Source: an optimization exercise on an open RTL-to-GDS flow (aim: small area and a short achievable clock period). Production flows keep margins and buffers that such runs may drop.
Only simulation tests tie the RTL to the original design; equivalence was not proved.

==> flow/design.v <==
module alu_top (
    input             clk,
    input      [3:0]  ALU_Sel,
    input      [31:0] operand_0,
    input      [31:0] operand_1,
    output reg [31:0] result
);
    reg  [3:0]  sel_q;
    reg  [31:0] op0_q;
    reg  [31:0] op1_q;
    wire [31:0] alu_result;
    always @(posedge clk) begin
        sel_q  <= ALU_Sel;
        op0_q  <= operand_0;
        op1_q  <= operand_1;
        result <= alu_result;
    end
    ALU u_alu (
        .ALU_Sel   (sel_q),
        .operand_0 (op0_q),
        .operand_1 (op1_q),
        .result    (alu_result)
    );
endmodule

module ALU(
    input [3:0] ALU_Sel,
    input [31:0] operand_0,
    input [31:0] operand_1,
    output reg [31:0] result
);
    localparam ADD              = 4'b0000; 
    localparam SUB              = 4'b0001; 
    localparam AND              = 4'b0010;
    localparam OR               = 4'b0011;
    localparam XOR              = 4'b0100;
    localparam SHL_LOGICAL      = 4'b0101;
    localparam SHR_LOGICAL      = 4'b0110;
    localparam SHR_ARITHMETIC   = 4'b0111;
    localparam LESS_THAN        = 4'b1000;
always @(*) begin
    case (ALU_Sel)
        ADD: result = operand_0 + operand_1;
        SUB: result = operand_0 - operand_1;
        AND: result = operand_0 & operand_1;
        OR:  result = operand_0 | operand_1;
        XOR: result = operand_0 ^ operand_1;
        SHL_LOGICAL: result = operand_0 << operand_1[4:0];
        SHR_LOGICAL: result = operand_0 >> operand_1[4:0];
        SHR_ARITHMETIC: result = $signed(operand_0) >>> operand_1[4:0];
        LESS_THAN: result = ($signed(operand_0) < $signed(operand_1)) ? 32'b1 : 32'b0;
        default: result = 32'b0;
    endcase
end
endmodule
clock: 4.0 ns
lec_check: 0
cap_margin: 20
core_margin: 2
core_utilization: 30
slew_margin: 20
run.sh (not shown) runs the stock make flow with config.mk's settings and CLKGATE_MAP_FILE= SYNTH_SCRIPT=/design/flow/synth_recipe.tcl, a recipe that flattens the netlist after the stock synthesis.
==> next run, changes <==
==> flow/design.v (replaced) <==
module alu_top (
    input             clk,
    input      [3:0]  ALU_Sel,
    input      [31:0] operand_0,
    input      [31:0] operand_1,
    output reg [31:0] result
);
    reg  [3:0]  sel_q;
    reg  [31:0] op0_q;
    reg  [31:0] op1_q;
    wire [31:0] alu_result;
    always @(posedge clk) begin
        sel_q  <= ALU_Sel;
        op0_q  <= operand_0;
        op1_q  <= operand_1;
        result <= alu_result;
    end
    ALU u_alu (
        .ALU_Sel   (sel_q),
        .operand_0 (op0_q),
        .operand_1 (op1_q),
        .result    (alu_result)
    );
endmodule

module ALU(
    input [3:0] ALU_Sel,
    input [31:0] operand_0,
    input [31:0] operand_1,
    output [31:0] result
);
    wire [3:0]  s = ALU_Sel;
    wire [31:0] a = operand_0;
    wire [31:0] b = operand_1;
    wire        sub = s[0] | s[3];
    wire [31:0] bx  = b ^ {32{sub}};
    wire [32:0] s33 = {a, 1'b1} + {bx, sub};
    wire [31:0] sum = s33[32:1];
    wire        lt  = (a[31] ^ b[31]) ? a[31] : sum[31];
    wire        left = ~s[1];
    wire        fill = s[1] & s[0] & a[31];
    wire [31:0] arev, srev;
    genvar i;
    generate for (i = 0; i < 32; i = i + 1) begin : g_rev
        assign arev[i] = a[31-i];
        assign srev[i] = sr[31-i];
    end endgenerate
    wire [31:0] sin = left ? arev : a;
    wire [63:0] ext = {{32{fill}}, sin};
    wire [63:0] sx  = ext >> b[4:0];
    wire [31:0] sr  = sx[31:0];
    wire [31:0] shr = left ? srev : sr;
    wire g_arith = ~s[3] & ~s[2] & ~s[1];
    wire g_and   = ~s[3] & ~s[2] &  s[1] & ~s[0];
    wire g_or    = ~s[3] & ~s[2] &  s[1] &  s[0];
    wire g_xor   = ~s[3] &  s[2] & ~s[1] & ~s[0];
    wire g_sh    = ~s[3] &  s[2] & (s[1] | s[0]);
    wire g_slt   =  s[3] & ~s[2] & ~s[1] & ~s[0];
    assign result = ({32{g_arith}} & sum)
                  | ({32{g_and}}   & (a & b))
                  | ({32{g_or}}    & (a | b))
                  | ({32{g_xor}}   & (a ^ b))
                  | ({32{g_sh}}    & shr)
                  | {31'b0, g_slt & lt};
endmodule
Outcome: Sequential share of layout area grows by 3.2 points. Global-route usage shrinks by 5.2 points. Critical path depth came out higher by 2. Die area shrinks by about 20%. Core utilization came out higher by 1.2 points. Clock skew barely changes. Final cell count goes down by about 21%.

[static timing again, ports no longer ideal]
How much do the figures lean on ideal ports? The routed layouts below were timed once more, with nothing changed but the port constraints.
Step 1 assumes that a clkbuf_16 drives the clock port and a buf_2 every other input.
Step 2 moves the port delays by t, midway between the first and last clock arrival at a register: inputs arrive t later, outputs are due t later. That takes back most of the time a late clock gives input paths.
Three values: ideal ports, drivers, drivers and shift; two values: the first two.
run	t, ns	setup slack, ns	worst data-port slew with drivers (ns)
the first run	0.446	0.191 / 0.191 / 0.191	0.05
the second run	0.412	0.274 / 0.274 / 0.274	0.04
After both steps setup and hold are still met in every run listed.
